This is an optimization exercise on Yosys and OpenROAD, whose aim is small area and a short achievable clock period, not a production implementation.
Only simulation tests tie the RTL to the original design; equivalence was not proved.
Power and IR drop assume default switching activity.

## exp/willow
// balance_cntrl
module balance_cntrl
# (parameter fast_sim=1)
(
input clk, rst_n,
input vld, pwr_up, rider_off,
input logic signed [15:0] ptch,
input logic signed [15:0] ptch_rt,
input logic [11:0] steer_pot,
input logic en_steer,
output logic signed [11:0] lft_spd,
output logic signed [11:0] rght_spd,
output logic too_fast
);
==> flow/config.mk <==
export PLATFORM = sky130hd
export DESIGN_NAME = balance_cntrl
export DESIGN_NICKNAME = balance_cntrl
export VERILOG_FILES = /design/flow/design.v
export SDC_FILE = /design/flow/constraint.sdc
export NUM_CORES = 4
export LEC_CHECK = 0
export ABC_AREA = 1
export CAP_MARGIN = 20
export CORE_MARGIN = 2
export CORE_UTILIZATION = 40
export SLEW_MARGIN = 20
==> flow/constraint.sdc <==
create_clock -name core_clock -period 35.0 [get_ports {clk}]
set_input_delay 7.0000 -clock core_clock [delete_from_list [all_inputs] [get_ports {clk}]]
set_output_delay 7.0000 -clock core_clock [all_outputs]
set_load 0.01 [all_outputs]
standard.sh (not shown) runs the stock make flow with config.mk's settings and CLKGATE_MAP_FILE= SYNTH_SCRIPT=/design/flow/synth_recipe.tcl, a recipe that flattens the netlist after the stock synthesis.
==> flow/flow/run.sh <==
#!/bin/bash
# Layout flow: the standard synthesis, then an inverter clean-up around the
# full-adder cells (polarity.py) and a re-map of the remaining gates
# (remap.tcl, ABC area script), then the standard layout steps with plain
# buf_1 port buffers and a setup-repair target of MARGIN ns.
set -euo pipefail
MARGIN=8
R=orfs/results/sky130hd/balance_cntrl/base
bash standard.sh synth > 1_standard_synth.log 2>&1
cp $R/1_2_yosys.v std_1_2_yosys.v
python3 flow/polarity.py std_1_2_yosys.v pol.v > 2_polarity.log 2>&1
export REMAP_IN=pol.v REMAP_OUT=remap.v
export REMAP_LIB=$FLOW_HOME/platforms/sky130hd/lib/sky130_fd_sc_hd__tt_025C_1v80.lib
export REMAP_ABC_SCRIPT=$FLOW_HOME/scripts/abc_area.script
export REMAP_DONT_USE="$(sed -n '/DONT_USE_CELLS += /,/^$/p' $FLOW_HOME/platforms/sky130hd/config.mk | grep -o 'sky130_fd_sc_hd__[a-z0-9_]*' | tr '\n' ' ')"
yosys -c flow/remap.tcl > 3_remap.log 2>&1
cp remap.v $R/1_2_yosys.v
rm -f $R/1_synth.odb $R/1_synth.sdc
ARGS=("BUFFER_PORTS_ARGS=-buffer_cell sky130_fd_sc_hd__buf_1")
if [ "$MARGIN" != "none" ]; then
  ARGS+=("SETUP_SLACK_MARGIN=$MARGIN")
fi
bash standard.sh "${ARGS[@]}" finish > 4_standard_finish.log 2>&1
Other scripts of this flow, unchanged in this note and not shown: flow/flow/polarity.py, flow/flow/remap.tcl
## Diff of input files: exp/sierra against exp/willow
-- flow/flow/run.sh --
<<< exp/willow, line 3
# full-adder cells (polarity.py) and a re-map of the remaining gates
# (remap.tcl, ABC area script), then the standard layout steps with plain
# buf_1 port buffers and a setup-repair target of MARGIN ns.
set -euo pipefail
MARGIN=8
R=orfs/results/sky130hd/balance_cntrl/base
>>> exp/sierra, line 3
# full-adder cells (polarity.py) and a re-map of the remaining gates
# (remap.tcl, ABC area script), then the standard layout steps.
set -euo pipefail
MARGIN=10
R=orfs/results/sky130hd/balance_cntrl/base
<<< exp/willow, line 18
rm -f $R/1_synth.odb $R/1_synth.sdc
ARGS=("BUFFER_PORTS_ARGS=-buffer_cell sky130_fd_sc_hd__buf_1")
if [ "$MARGIN" != "none" ]; then
  ARGS+=("SETUP_SLACK_MARGIN=$MARGIN")
fi
bash standard.sh "${ARGS[@]}" finish > 4_standard_finish.log 2>&1
>>> exp/sierra, line 17
rm -f $R/1_synth.odb $R/1_synth.sdc
if [ "$MARGIN" = "none" ]; then
  bash standard.sh finish > 4_standard_finish.log 2>&1
else
  bash standard.sh SETUP_SLACK_MARGIN=$MARGIN finish > 4_standard_finish.log 2>&1
fi
## What came out
- Number of logic stages on the critical path including buffering (exp/willow / exp/sierra): 1.09
- Going from exp/willow to exp/sierra, synthesis-to-finish area growth went up by 16 points, number of non-filler instances in the completed layout went up by 2.9%.
#### Input delta (exp/maple over exp/sierra)
Settings: CORE_UTILIZATION changed from 40 to 65.
-- flow/flow/run.sh --
<<< exp/sierra, line 3
# full-adder cells (polarity.py) and a re-map of the remaining gates
# (remap.tcl, ABC area script), then the standard layout steps.
set -euo pipefail
MARGIN=10
R=orfs/results/sky130hd/balance_cntrl/base
>>> exp/maple, line 3
# full-adder cells (polarity.py) and a re-map of the remaining gates
# (remap.tcl, ABC area script), then the standard layout steps with plain
# buf_1 port buffers and a setup-repair target of MARGIN ns.
set -euo pipefail
MARGIN=8
R=orfs/results/sky130hd/balance_cntrl/base
<<< exp/sierra, line 17
rm -f $R/1_synth.odb $R/1_synth.sdc
if [ "$MARGIN" = "none" ]; then
  bash standard.sh finish > 4_standard_finish.log 2>&1
else
  bash standard.sh SETUP_SLACK_MARGIN=$MARGIN finish > 4_standard_finish.log 2>&1
fi
>>> exp/maple, line 18
rm -f $R/1_synth.odb $R/1_synth.sdc
ARGS=("BUFFER_PORTS_ARGS=-buffer_cell sky130_fd_sc_hd__buf_1")
if [ "$MARGIN" != "none" ]; then
  ARGS+=("SETUP_SLACK_MARGIN=$MARGIN")
fi
bash standard.sh "${ARGS[@]}" finish > 4_standard_finish.log 2>&1
==> summary.txt <==
- For exp/sierra and exp/maple, there was not a single run that failed to finish clean.
- From exp/sierra to exp/maple the numbers moved as follows: average via count per standard cell rose about 10%, post-layout minimum cycle time rose 1050 ps.
- Core util | exp/maple vs exp/sierra | exp/maple higher
Changes in exp/nickel relative to exp/maple:
Settings: swapping 65 for 40 in CORE_UTILIZATION.
-- flow/flow/run.sh --
<<< exp/maple, line 3
# full-adder cells (polarity.py) and a re-map of the remaining gates
# (remap.tcl, ABC area script), then the standard layout steps with plain
# buf_1 port buffers and a setup-repair target of MARGIN ns.
set -euo pipefail
MARGIN=8
R=orfs/results/sky130hd/balance_cntrl/base
>>> exp/nickel, line 3
# full-adder cells (polarity.py) and a re-map of the remaining gates
# (remap.tcl, ABC area script), then the standard layout steps.
set -euo pipefail
MARGIN=12
R=orfs/results/sky130hd/balance_cntrl/base
<<< exp/maple, line 18
rm -f $R/1_synth.odb $R/1_synth.sdc
ARGS=("BUFFER_PORTS_ARGS=-buffer_cell sky130_fd_sc_hd__buf_1")
if [ "$MARGIN" != "none" ]; then
  ARGS+=("SETUP_SLACK_MARGIN=$MARGIN")
fi
bash standard.sh "${ARGS[@]}" finish > 4_standard_finish.log 2>&1
>>> exp/nickel, line 17
rm -f $R/1_synth.odb $R/1_synth.sdc
if [ "$MARGIN" = "none" ]; then
  bash standard.sh finish > 4_standard_finish.log 2>&1
else
  bash standard.sh SETUP_SLACK_MARGIN=$MARGIN finish > 4_standard_finish.log 2>&1
fi
## What came out
- Re vias per cell: exp/nickel is 0.57 down on exp/maple.
- exp/nickel vs. exp/maple: setup slack went up by 1130 ps.
- After synthesis and placement, the instance count of exp/nickel is above that of exp/maple.
- The lower sequential share of layout area of exp/nickel and exp/maple is in exp/nickel.
- exp/nickel vs exp/maple, clock network fraction of total power went down by 2.6 points.
- [compare] base=exp/maple new=exp/nickel: minimum hold slack lost 8.3 ps; wire length on met3 shrank by 31%; overall fraction of global-route tracks in use decreased 9.5 points.
- Relative to exp/maple, routed wire length increased by about 14% in exp/nickel.

[static timing again, ports no longer ideal]
The results above use ideal ports. As a check the final layouts listed here were re-extracted and re-timed, cells and wires unchanged.
Step 1, drivers: a clkbuf_16 drives clk and a buf_2 each remaining input, both assumed.
Step 2, shift: input delay + t, output delay - t, t = (earliest + latest rising clock arrival at the registers) / 2. This alone moves slack from input paths to output paths.
Slacks: ideal ports / drivers / drivers and shift; pairs: ideal ports / drivers.
run | t (ns) | setup slack, ns | worst setup path after step 2 | worst register clock-pin slew, ns
exp/willow | 0.324 | 8.859 / 8.832 / 8.832 | input to output | 0.06 / 0.06
exp/sierra | 0.315 | 9.785 / 9.749 / 9.749 | input to output | 0.06 / 0.06
exp/maple | 0.320 | 8.733 / 8.712 / 8.712 | input to output | 0.06 / 0.06
exp/nickel | 0.319 | 9.866 / 9.827 / 9.827 | input to output | 0.06 / 0.06
After both steps every run listed still meets setup and hold. For exp/nickel, which loses most, drivers alone change the setup slack by -0.039 ns; drivers and shift together by -0.039 ns.
